This design comes from an exercise in tuning for small area on the open sky130 flow, not from production work.
Function was checked by simulation only, so behaviour that the tests miss may differ from the original.
The clock input has no modelled driver; a real chip could not lean on it and would need a root buffer or a full tree.
Power figures rest on the tool's default switching activity, not on a simulated workload.

==> build 59 <==
==> flow/design.v <==
`timescale 1ns/1ps
module top
(
    input  wire i_clk,
    input  wire i_reset,
    input  wire i_uartRx,
    output wire o_uartTx
);
reg  [4:0] cnt;
wire       tick = &cnt;
wire       cnt0 = ~cnt[4] & ~cnt[1] & ~cnt[0];      
always @(posedge i_clk)
    if (i_reset | tick) cnt <= 5'd12;
    else                cnt <= cnt + 5'd1;
reg  [3:0] rm;
reg  [3:0] rs;
wire       r_idle = (rm == 4'd1);
wire       r_bnd  = tick & (rs == 4'd15);
wire       sample = r_bnd & rm[3];
wire       done   = r_bnd & (rm == 4'd0) & i_uartRx;
always @(posedge i_clk) begin
    if (i_reset)
        rm <= 4'd1;
    else if (r_idle) begin
        if (~i_uartRx) rm <= 4'd7;
    end
    else if (r_bnd)
        rm <= rm + 4'd1;
    if (r_idle & ~i_uartRx) rs <= 4'd8;
    else if (tick)          rs <= rs + 4'd1;
end
reg  [1:0] ph;
reg  [3:0] st;           
reg  [7:0] A;            
reg  [7:0] R;            
reg  [2:0] cls;          
reg        X;            
wire ph0   = (ph == 2'd0);
wire ph1   = (ph == 2'd1);
wire ph2   = (ph == 2'd2);
wire ph3   = (ph == 2'd3);
wire txsh  = cnt0 & (st == 4'd0) & (ph0 | (ph3 & ~X));
wire comp  = ph3 & st[3];
wire SH    = ~cls[2] & cls[0];
wire a = A[0];
wire b = R[0];
wire cy = R[7] & (st[2:0] != 3'd0);
reg  f;
always @(*) begin
    case (cls)
        3'b100:  f = a & b;
        3'b101:  f = a | b;
        3'b110:  f = a ^ b;
        3'b111:  f = ~(a | b);
        default: f = a ^ b ^ cy;     
    endcase
end
wire ai   = a ^ cls[1];
wire cout = (ai & b) | (ai & cy) | (b & cy);
wire [2:0] j = st[2:0];
wire shwin = j[2] | (j[1] & j[0]) |
             (j == 3'd2 & ~cnt[4]) |
             (j == 3'd1 & ~cnt[4] & ~cnt[1]) |
             (j == 3'd0 & cnt0);
wire [5:0] op = R[5:0];
wire op_sh = (op[5:1] == 5'b00001);
wire op_ar = op[5] & ~op[4] & ~op[3] & ~(~op[2] & op[0]);
wire op_ok = op_sh | op_ar;
wire [2:0] op_cls = op_ar ? op[2:0] : {~op_sh, op_sh & op[0], op_sh};
always @(posedge i_clk) begin
    if (i_reset) begin
        ph <= 2'd0;
        A  <= 8'hff;
        X  <= 1'b1;
    end
    else begin
        if (done)
            ph <= ph + 2'd1;
        else if (txsh & ph3)
            ph <= 2'd0;
        if (sample & ph1)
            A <= {i_uartRx & op_ok, A[7:1]};    
        else if (txsh)
            A <= {1'b1, A[7:1]};
        else if (comp & ~SH & tick)
            A <= {f, A[7:1]};
        else if (comp & SH & b & shwin)
            A <= {cls[1] & A[7], A[7:1]};
        if (ph3 & X & (cnt == 5'd17))      
            X <= 1'b0;
        else if (txsh)
            X <= A[0];
    end
    if (done & ph2)  st <= 4'd0;
    else if (tick)   st <= st + 4'd1;
    if ((sample & ~ph1) | (comp & tick))
        R <= {comp ? cout : i_uartRx, R[7:1]};
    if (done & ph1)
        cls <= op_cls;
end
assign o_uartTx = X;
endmodule
==> flow/flow/run.sh <==
#!/bin/bash
# Own flow: the standard layout with these changes.
#  - synthesis: ABC maps the logic with area-oriented scripts and keeps the
#    smallest mapping (flow/synth.tcl); the registers are those of the
#    standard synthesis.
#  - clock tree: the clock port drives four clock buffers, each driving the
#    clock pins of one quarter of the registers (flow/pre_cts.tcl).
#  - port buffers: every input and output port gets a buf_1 buffer.
# Each tool's output goes to a log file in this folder.
set -euo pipefail
W=$(pwd)
export PRE_CTS_TCL=$W/flow/pre_cts.tcl
export CLK_LEAF_BUF=sky130_fd_sc_hd__clkbuf_4
export CLK_LEAF_SPLITS=2
export BUFFER_PORTS_ARGS="-buffer_cell sky130_fd_sc_hd__buf_1"
# synthesis: standard.sh's make command with our synthesis script
sed "s#$W/synth_recipe.tcl#$W/flow/synth.tcl#" standard.sh > synth_step.sh
grep -q "$W/flow/synth.tcl" synth_step.sh
bash synth_step.sh synth > synth.log 2>&1
# the rest of the standard layout (synthesis results are up to date)
bash standard.sh > layout.log 2>&1
==> flow/flow/pre_cts.tcl <==
# Clock tree: the clock port drives a few clock buffers directly, each placed at
# the centre of one group of registers and driving that group's clock pins
# (in place of the tree that clock_tree_synthesis builds).
proc cf_centre {iterms} {
  set sx 0; set sy 0; set n 0
  foreach it $iterms {
    set box [[$it getInst] getBBox]
    set sx [expr {$sx + ([$box xMin] + [$box xMax]) / 2}]
    set sy [expr {$sy + ([$box yMin] + [$box yMax]) / 2}]
    incr n
  }
  return [list [expr {$sx / $n}] [expr {$sy / $n}]]
}
proc cf_sorted {iterms axis} {
  set keyed {}
  foreach it $iterms {
    set box [[$it getInst] getBBox]
    if {$axis eq "x"} { set k [expr {[$box xMin] + [$box xMax]}] } else { set k [expr {[$box yMin] + [$box yMax]}] }
    lappend keyed [list $k $it]
  }
  set out {}
  foreach p [lsort -integer -index 0 $keyed] { lappend out [lindex $p 1] }
  return $out
}
proc cf_split {iterms axis} {
  set s [cf_sorted $iterms $axis]
  set h [expr {[llength $s] / 2}]
  return [list [lrange $s 0 [expr {$h - 1}]] [lrange $s $h end]]
}
proc clock_tree_synthesis {args} {
  set block [ord::get_db_block]
  set master [[ord::get_db] findMaster $::env(CLK_LEAF_BUF)]
  set clknet [$block findNet i_clk]
  set sinks [$clknet getITerms]
  set groups [list $sinks]
  foreach axis [lrange {x y} 0 [expr {$::env(CLK_LEAF_SPLITS) - 1}]] {
    set next {}
    foreach g $groups { foreach h [cf_split $g $axis] { if {[llength $h]} { lappend next $h } } }
    set groups $next
  }
  set k 0
  foreach g $groups {
    set inst [odb::dbInst_create $block $master clkbuf_leaf_$k]
    set bnet [odb::dbNet_create $block clk_leaf_$k]
    $bnet setSigType CLOCK
    lassign [cf_centre $g] x y
    $inst setLocation $x $y
    $inst setPlacementStatus PLACED
    foreach it $g { $it disconnect; $it connect $bnet }
    [$inst findITerm A] connect $clknet
    [$inst findITerm X] connect $bnet
    puts "clock: clkbuf_leaf_$k ([$master getName]) drives [llength $g] register clock pins"
    incr k
  }
}
==> flow/flow/synth.tcl <==
# synth_recipe.tcl (the standard synthesis) with two changes, both in how the
# logic between the registers is mapped (the registers are untouched):
#  - ABC maps the logic with area-oriented scripts instead of ORFS's speed
#    script: each script in cf_abc_scripts maps the same netlist, and the
#    mapping with the smallest cell area is kept;
#  - adders are not pre-mapped to half/full adder cells (ABC maps them too).
set cf_abc_scripts {}
foreach seed {0 1 2 3 4 5 6 7 8 9 10 11 12 13 14 15 16 17 18 19} {
  lappend cf_abc_scripts "&get -n; &st; &deepsyn -S $seed -T 50; &nf -a -R 1000; &put"
}
foreach seed {20 21 22 23} {
  lappend cf_abc_scripts "&get -n; &st; &deepsyn -S $seed -T 50; &dch -f; &nf -a -R 1000; &put"
}
proc synth {args} { yosys synth -nofsm -noshare {*}$args }
proc cf_area {lib file} {
  yosys tee -q -o $file stat -liberty $lib
  set fh [open $file r]; set text [read $fh]; close $fh
  if {![regexp {Chip area for module '\\top': ([0-9.]+)} $text -> area]} { error "no area in $file" }
  return $area
}
proc abc {args} {
  set lib [lindex $args [expr {[lsearch -exact $args -liberty] + 1}]]
  set i [lsearch -exact $args -script]
  yosys design -save cf_before_abc
  set best_area 1e18
  set k 0
  foreach text $::cf_abc_scripts {
    set script $::env(OBJECTS_DIR)/cf_abc_$k.script
    set fh [open $script w]; puts $fh [join [split $text ";"] "\n"]; close $fh
    yosys design -load cf_before_abc
    lset args [expr {$i + 1}] $script
    yosys abc {*}$args
    set area [cf_area $lib $::env(OBJECTS_DIR)/cf_abc_$k.stat]
    puts "abc mapping $k ($text): area $area"
    if {$area < $best_area} { set best_area $area; set best $k; yosys design -save cf_best }
    incr k
  }
  yosys design -load cf_best
  puts "abc: kept mapping $best, area $best_area"
}
proc extract_fa {args} { puts "extract_fa skipped" }
source $::env(SCRIPTS_DIR)/synth.tcl
# left out here: clear keep_hierarchy, flatten, clean up, hide names made inside functions, write 1_2_yosys.v
==> flow/standard.sh <==
#!/bin/bash
# synth_recipe.tcl (not shown) runs the flow's synth.tcl, then flattens the netlist and writes it again
# the make line also repeats each setting of config.mk as NAME=value (left out here)
make -C /OpenROAD-flow-scripts/flow DESIGN_CONFIG=/design/flow/config.mk WORK_HOME=/design/flow/orfs CLKGATE_MAP_FILE= SYNTH_SCRIPT=/design/flow/synth_recipe.tcl "${@:-finish}"
==> flow/config.mk <==
export PLATFORM = sky130hd
export DESIGN_NAME = top
export DESIGN_NICKNAME = top
export VERILOG_FILES = /design/flow/design.v
export SDC_FILE = /design/flow/constraint.sdc
export NUM_CORES = 4
export LEC_CHECK = 0
export CAP_MARGIN = 20
export CORE_MARGIN = 2
export CORE_UTILIZATION = 40
export GPL_TIMING_DRIVEN = 0
export SLEW_MARGIN = 20
==> flow/constraint.sdc <==
create_clock -name core_clock -period 10.0 [get_ports {i_clk}]
set_input_delay 2.0000 -clock core_clock [delete_from_list [all_inputs] [get_ports {i_clk}]]
set_output_delay 2.0000 -clock core_clock [all_outputs]
set_load 0.01 [all_outputs]
==> build 76 (differences from build 59) <==
==> flow/design.v, changed modules only <==
module top
(
    input  wire i_clk,
    input  wire i_reset,
    input  wire i_uartRx,
    output wire o_uartTx
);
reg  [4:0] cnt;
wire       tick = (cnt == 5'd19);
wire       cnt0 = (cnt == 5'd0);
always @(posedge i_clk)
    if (i_reset | tick) cnt <= 5'd0;
    else                cnt <= cnt + 5'd1;
reg  [3:0] rm;
reg  [3:0] rs;
wire       r_idle = (rm == 4'd1);
wire       r_bnd  = tick & (rs == 4'd15);
wire       sample = r_bnd & rm[3];
wire       done   = r_bnd & (rm == 4'd0) & i_uartRx;
always @(posedge i_clk) begin
    if (i_reset)
        rm <= 4'd1;
    else if (r_idle) begin
        if (~i_uartRx) rm <= 4'd7;
    end
    else if (r_bnd)
        rm <= rm + 4'd1;
    if (r_idle)     rs <= 4'd8;
    else if (tick)  rs <= rs + 4'd1;
end
reg  [1:0] ph;
reg  [3:0] st;           
reg  [7:0] A;            
reg  [7:0] R;            
reg  [3:0] cls;          
reg        X;            
reg        cy;           
wire ph3   = (ph == 2'd3);
wire txsh  = cnt0 & (st == 4'd0) & ((ph == 2'd0) | (ph3 & ~X));
wire comp  = ph3 & st[3];
wire SH    = cls[3];
wire a = A[0];
wire b = R[0];
reg  f;
always @(*) begin
    case (cls[2:0])
        3'b000, 3'b010: f = a ^ b ^ cy;
        3'b100:         f = a & b;
        3'b101:         f = a | b;
        3'b110:         f = a ^ b;
        3'b111:         f = ~(a | b);
        default:        f = 1'b0;
    endcase
end
wire ai   = a ^ cls[1];
wire cout = (ai & b) | (ai & cy) | (b & cy);
wire [2:0] j = st[2:0];
wire shwin = j[2] | (j[1] & j[0]) |
             (j == 3'd2 & cnt[4:2] == 3'd0) |
             (j == 3'd1 & cnt[4:1] == 4'd0) |
             (j == 3'd0 & cnt0);
wire [5:0] op = R[5:0];
wire op_sh = (op[5:1] == 5'b00001);
wire op_ar = op[5] & ~op[4] & ~op[3] & ~(~op[2] & op[0]);
wire op_ok = op_sh | op_ar;
always @(posedge i_clk) begin
    if (i_reset) begin
        ph <= 2'd0;
        st <= 4'd0;
        A  <= 8'hff;
        X  <= 1'b1;
    end
    else begin
        if (done)
            ph <= ph + 2'd1;
        else if (txsh & ph3)
            ph <= 2'd0;
        if (done & (ph == 2'd2)) st <= 4'd0;
        else if (tick)           st <= st + 4'd1;
        if (sample & (ph == 2'd1))
            A <= {i_uartRx, A[7:1]};
        else if (txsh)
            A <= {1'b1, A[7:1]};
        else if (comp & ~SH & tick)
            A <= {f, A[7:1]};
        else if (comp & SH & b & shwin)
            A <= {cls[0] & A[7], A[7:1]};
        if (ph3 & X & (cnt == 5'd5))
            X <= 1'b0;
        else if (txsh)
            X <= A[0];
    end
    if (sample | (comp & tick))
        R <= {i_uartRx, R[7:1]};
    cy <= comp & (tick ? cout : cy);
    if (done & (ph == 2'd0))
        cls <= {op_sh, op[2] & op_ok, op[1] & op_ok, op[0] | ~op_ok};
end
assign o_uartTx = X;
endmodule
==> flow/flow/run.sh (replaced) <==
#!/bin/bash
# Own flow: the standard layout with two changes.
#  - synthesis: ABC maps the logic with an area-oriented script (flow/synth.tcl,
#    flow/area.script); the registers are those of the standard synthesis.
#  - clock tree: the clock port drives four clock buffers, each driving the
#    clock pins of one quarter of the registers (flow/pre_cts.tcl).
# Each tool's output goes to a log file in this folder.
set -euo pipefail
W=$(pwd)
export PRE_CTS_TCL=$W/flow/pre_cts.tcl
export CLK_LEAF_BUF=sky130_fd_sc_hd__clkbuf_4
export CLK_LEAF_SPLITS=2
# synthesis: standard.sh's make command with our synthesis script
sed "s#$W/synth_recipe.tcl#$W/flow/synth.tcl#" standard.sh > synth_step.sh
grep -q "$W/flow/synth.tcl" synth_step.sh
bash synth_step.sh synth > synth.log 2>&1
# the rest of the standard layout (synthesis results are up to date)
bash standard.sh > layout.log 2>&1
==> flow/flow/area.script (new file) <==
&get -n
&st
&deepsyn -T 60
&nf -a -R 1000
&put
==> flow/flow/synth.tcl (replaced) <==
# synth_recipe.tcl (the standard synthesis) with one change: ABC maps the logic
# with an area-oriented script (flow/area.script) instead of ORFS's speed script,
# and adders are not pre-mapped to half/full adder cells.
set area_abc_script [file normalize [file join [file dirname [info script]] area.script]]
proc synth {args} { yosys synth -nofsm -noshare {*}$args }
proc abc {args} {
  set i [lsearch -exact $args -script]
  if {$i >= 0} { lset args [expr {$i + 1}] $::area_abc_script }
  puts "abc (area script): $args"
  yosys abc {*}$args
}
# leave adders to ABC as well (no fixed half/full adder cells)
proc extract_fa {args} { puts "extract_fa skipped" }
source $::env(SCRIPTS_DIR)/synth.tcl
# left out here: clear keep_hierarchy, flatten, clean up, hide names made inside functions, write 1_2_yosys.v
--- a/flow/config.mk
+++ b/flow/config.mk
@@ -7,6 +7,5 @@
 export LEC_CHECK = 0
 export CAP_MARGIN = 20
 export CORE_MARGIN = 2
-export CORE_UTILIZATION = 40
-export GPL_TIMING_DRIVEN = 0
+export CORE_UTILIZATION = 65
 export SLEW_MARGIN = 20
==> build 68 (differences from build 59) <==
--- a/flow/design.v
+++ b/flow/design.v
@@ -86,7 +86,7 @@
             A <= {f, A[7:1]};
         else if (comp & SH & b & shwin)
             A <= {cls[1] & A[7], A[7:1]};
-        if (ph3 & X & (cnt == 5'd17))      
+        if (ph3 & (cnt == 5'd17))          
             X <= 1'b0;
         else if (txsh)
             X <= A[0];
--- a/flow/flow/run.sh
+++ b/flow/flow/run.sh
@@ -12,6 +12,7 @@
 export PRE_CTS_TCL=$W/flow/pre_cts.tcl
 export CLK_LEAF_BUF=sky130_fd_sc_hd__clkbuf_4
 export CLK_LEAF_SPLITS=2
+export CLK_LEAF_STRIPS=3
 export BUFFER_PORTS_ARGS="-buffer_cell sky130_fd_sc_hd__buf_1"
 # synthesis: standard.sh's make command with our synthesis script
 sed "s#$W/synth_recipe.tcl#$W/flow/synth.tcl#" standard.sh > synth_step.sh
--- a/flow/flow/pre_cts.tcl
+++ b/flow/flow/pre_cts.tcl
@@ -33,10 +33,18 @@
   set clknet [$block findNet i_clk]
   set sinks [$clknet getITerms]
   set groups [list $sinks]
-  foreach axis [lrange {x y} 0 [expr {$::env(CLK_LEAF_SPLITS) - 1}]] {
-    set next {}
-    foreach g $groups { foreach h [cf_split $g $axis] { if {[llength $h]} { lappend next $h } } }
-    set groups $next
+  if {[info exists ::env(CLK_LEAF_STRIPS)]} {
+    # three groups: a third of the registers by x, then the rest halved by y
+    set s [cf_sorted $sinks x]
+    set k [expr {[llength $s] / 3}]
+    set groups [list [lrange $s 0 [expr {$k - 1}]]]
+    foreach h [cf_split [lrange $s $k end] y] { lappend groups $h }
+  } else {
+    foreach axis [lrange {x y} 0 [expr {$::env(CLK_LEAF_SPLITS) - 1}]] {
+      set next {}
+      foreach g $groups { foreach h [cf_split $g $axis] { if {[llength $h]} { lappend next $h } } }
+      set groups $next
+    }
   }
   set k 0
   foreach g $groups {
--- a/flow/flow/synth.tcl
+++ b/flow/flow/synth.tcl
@@ -5,10 +5,10 @@
 #    mapping with the smallest cell area is kept;
 #  - adders are not pre-mapped to half/full adder cells (ABC maps them too).
 set cf_abc_scripts {}
-foreach seed {0 1 2 3 4 5 6 7 8 9 10 11 12 13 14 15 16 17 18 19} {
+foreach seed {10} {
   lappend cf_abc_scripts "&get -n; &st; &deepsyn -S $seed -T 50; &nf -a -R 1000; &put"
 }
-foreach seed {20 21 22 23} {
+foreach seed {} {
   lappend cf_abc_scripts "&get -n; &st; &deepsyn -S $seed -T 50; &dch -f; &nf -a -R 1000; &put"
 }
 proc synth {args} { yosys synth -nofsm -noshare {*}$args }
--- a/flow/config.mk
+++ b/flow/config.mk
@@ -9,4 +9,5 @@
 export CORE_MARGIN = 2
 export CORE_UTILIZATION = 40
 export GPL_TIMING_DRIVEN = 0
+export PLACE_DENSITY = 0.9
 export SLEW_MARGIN = 20
==> trial 31 (differences from build 59) <==
==> flow/design.v, changed modules only <==
module top
(
    input  wire i_clk,
    input  wire i_reset,
    input  wire i_uartRx,
    output wire o_uartTx
);
reg  [4:0] cnt;
wire       tick = cnt[4] & cnt[1] & cnt[0];        
wire       cnt0 = (cnt == 5'd0);
always @(posedge i_clk)
    if (i_reset | tick) cnt <= 5'd0;
    else                cnt <= cnt + 5'd1;
reg  [3:0] rm;
reg  [3:0] rs;
wire       r_idle = (rm == 4'd1);
wire       r_bnd  = tick & (rs == 4'd15);
wire       sample = r_bnd & rm[3];
wire       done   = r_bnd & (rm == 4'd0) & i_uartRx;
always @(posedge i_clk) begin
    if (i_reset)
        rm <= 4'd1;
    else if (r_idle) begin
        if (~i_uartRx) rm <= 4'd7;
    end
    else if (r_bnd)
        rm <= rm + 4'd1;
    if (r_idle & ~i_uartRx) rs <= 4'd8;
    else if (tick)          rs <= rs + 4'd1;
end
reg  [1:0] ph;
reg  [3:0] st;           
reg  [7:0] A;            
reg  [7:0] R;            
reg  [2:0] cls;          
reg        X;            
wire ph0   = (ph == 2'd0);
wire ph1   = (ph == 2'd1);
wire ph2   = (ph == 2'd2);
wire ph3   = (ph == 2'd3);
wire txsh  = cnt0 & (st == 4'd0) & (ph0 | (ph3 & ~X));
wire comp  = ph3 & st[3];
wire SH    = ~cls[2] & cls[0];
wire a = A[0];
wire b = R[0];
wire cy = R[7] & (st[2:0] != 3'd0);
reg  f;
always @(*) begin
    case (cls)
        3'b100:  f = a & b;
        3'b101:  f = a | b;
        3'b110:  f = a ^ b;
        3'b111:  f = ~(a | b);
        default: f = a ^ b ^ cy;     
    endcase
end
wire ai   = a ^ cls[1];
wire cout = (ai & b) | (ai & cy) | (b & cy);
wire [2:0] j = st[2:0];
wire shwin = j[2] | (j[1] & j[0]) |
             (j == 3'd2 & cnt[4:2] == 3'd0) |
             (j == 3'd1 & cnt[4:1] == 4'd0) |
             (j == 3'd0 & cnt0);
wire [5:0] op = R[5:0];
wire op_sh = (op[5:1] == 5'b00001);
wire op_ar = op[5] & ~op[4] & ~op[3] & ~(~op[2] & op[0]);
wire op_ok = op_sh | op_ar;
wire [2:0] op_cls = op_ar ? op[2:0] : {~op_sh, op_sh & op[0], op_sh};
always @(posedge i_clk) begin
    if (i_reset) begin
        ph <= 2'd0;
        A  <= 8'hff;
        X  <= 1'b1;
    end
    else begin
        if (done)
            ph <= ph + 2'd1;
        else if (txsh & ph3)
            ph <= 2'd0;
        if (sample & ph1)
            A <= {i_uartRx & op_ok, A[7:1]};    
        else if (txsh)
            A <= {1'b1, A[7:1]};
        else if (comp & ~SH & tick)
            A <= {f, A[7:1]};
        else if (comp & SH & b & shwin)
            A <= {cls[1] & A[7], A[7:1]};
        if (ph3 & X & (cnt[3:0] == 4'd5))      
            X <= 1'b0;
        else if (txsh)
            X <= A[0];
    end
    if (done & ph2)  st <= 4'd0;
    else if (tick)   st <= st + 4'd1;
    if ((sample & ~ph1) | (comp & tick))
        R <= {comp ? cout : i_uartRx, R[7:1]};
    if (done & ph1)
        cls <= op_cls;
end
assign o_uartTx = X;
endmodule
==> summary.txt <==
Run status
  • Run status: complete, no violations

Critical path
  • Worst Path Buf+Inv: 1

Global route
  • Met2 Usage GRT: 24.13%
  • Met3 usage: 1.689%

Yosys
  • Number of synthesized flops with an enable pin: 11

Power
  • Int Pwr: ~200 uW

STA
  • Final min period: roughly 3.3 ns
  • Slew margin rel.: 52.69%

Drt
  • Wire per inst: 12.64 um
# the run above: build 59

==> summary.txt <==
Run status
  • Run status: complete, no violations

Drt
  • DRT met1 WL: between 1000 and 1500 um
  • Via-per-instance ratio: roughly 5.5
  • Iteration-0 DRC Markers: 33

Yosys
  • Synth Area per Inst: between 9 and 10 um^2
  • Number of synthesized flops with an enable pin: 11
  • Compound-gate portion of the synthesized area: 14.62%

Global route
  • Met3 usage: under 10%
  • Grt peak-use layer: met2
  • Met2 Usage GRT: around 24%

Power
  • Int Pwr: 187.1 uW
  • Clock power frac: between 20% and 30%

Critical path
  • Worst Path Buf+Inv: 3

STA
  • Final min period: 3.500 ns
  • Slew margin rel.: a little over half

Floorplan
  • Die ar.: 4433 um^2
# the run above: trial 31

==> summary.txt <==
STA
  • Slew margin rel.: 54.97%
  • Final min period: 3.643 ns

Critical path
  • Worst Setup EP: A[3]
  • Worst Path Buf+Inv: 1
  • Reg2reg path depth: 11

Global route
  • Met2 Usage GRT: 41.16%
  • Met3 usage: 1.366%
  • GR Layer Usage met1: 23.60%

Run status
  • Run status: complete, no violations

Drt
  • Wire per inst: 14.80 um
  • DRC viols: 0

Power
  • Switch share: 19.87%
  • VDD IR max: 111.8 uV
  • Int Pwr: 197.3 uW

Final layout
  • Most frequent cells in the layout: dfxtp_1 (29), nor2_1 (21), edfxtp_1 (12), a21oi_1 (12), nand2_1 (11)

Yosys
  • Number of synthesized flops with an enable pin: 12
  • Most frequent cell after synthesis: dfxtp_1

Floorplan
  • Die Span X: 54.41 um
# the run above: build 76

==> summary.txt <==
STA
  • Final min period: ~3 ns
  • Worst hold slack: 0.4470 ns
  • Slew margin rel.: 52.00%

Global route
  • Met3 usage: 1.182%
  • Met2 Usage GRT: 21.75%

Critical path
  • Slowest cell on crit path: nor3_1
  • Critical path cell sequence: buf_1, nand4b_1, nor3_1
  • Worst Path Buf+Inv: 1

Floorplan
  • I/O pins: 4

Power
  • Int Pwr: 190.7 uW

Yosys
  • Top cell type's share of synthesized area: 35.33%
  • Number of synthesized flops with an enable pin: 11

Drt
  • DRT Pass-1 Iters: 4
  • Wire per inst: 12.46 um

Final layout
  • Count of multi-input gates: 112

Run status
  • Run status: complete, no violations

Clock tree
  • Clock latency (worst-skew pair): roughly 0.18 ns
# the run above: build 68

No run of this note takes its clock network from TritonCTS; it comes from the design's own scripts or RTL.

==> static timing again, ports no longer ideal <==
How much do the figures lean on ideal ports? The routed layouts below were timed once more, with nothing changed but the port constraints. Step 1 assumes that a clkbuf_16 drives the clock port and a buf_2 every other input. Step 2, shift: input delay + t, output delay - t, t = (earliest + latest rising clock arrival at the registers) / 2. This alone moves slack from input paths to output paths. Slacks: ideal ports / drivers / drivers and shift; pairs: ideal ports / drivers.
run	shift t [ns]	slack for setup (ns)	hold slack, ns	clock arrival spread, ns	pins driven straight from the clock port
build 59	0.198	6.744 / 6.765 / 6.567	0.439 / 0.439 / 0.439	0.011 / 0.010	4
build 76	0.202	6.357 / 6.379 / 6.177	0.435 / 0.435 / 0.435	0.009 / 0.009	4
build 68	0.217	7.007 / 7.027 / 6.809	0.447 / 0.447 / 0.447	0.007 / 0.007	3
trial 31	0.196	6.500 / 6.518 / 6.322	0.431 / 0.431 / 0.431	0.014 / 0.014	4
After both steps setup and hold are still met in every run listed. The setup slack of build 68, which loses most, moves by +0.020 ns with the drivers and by -0.198 ns with both steps.
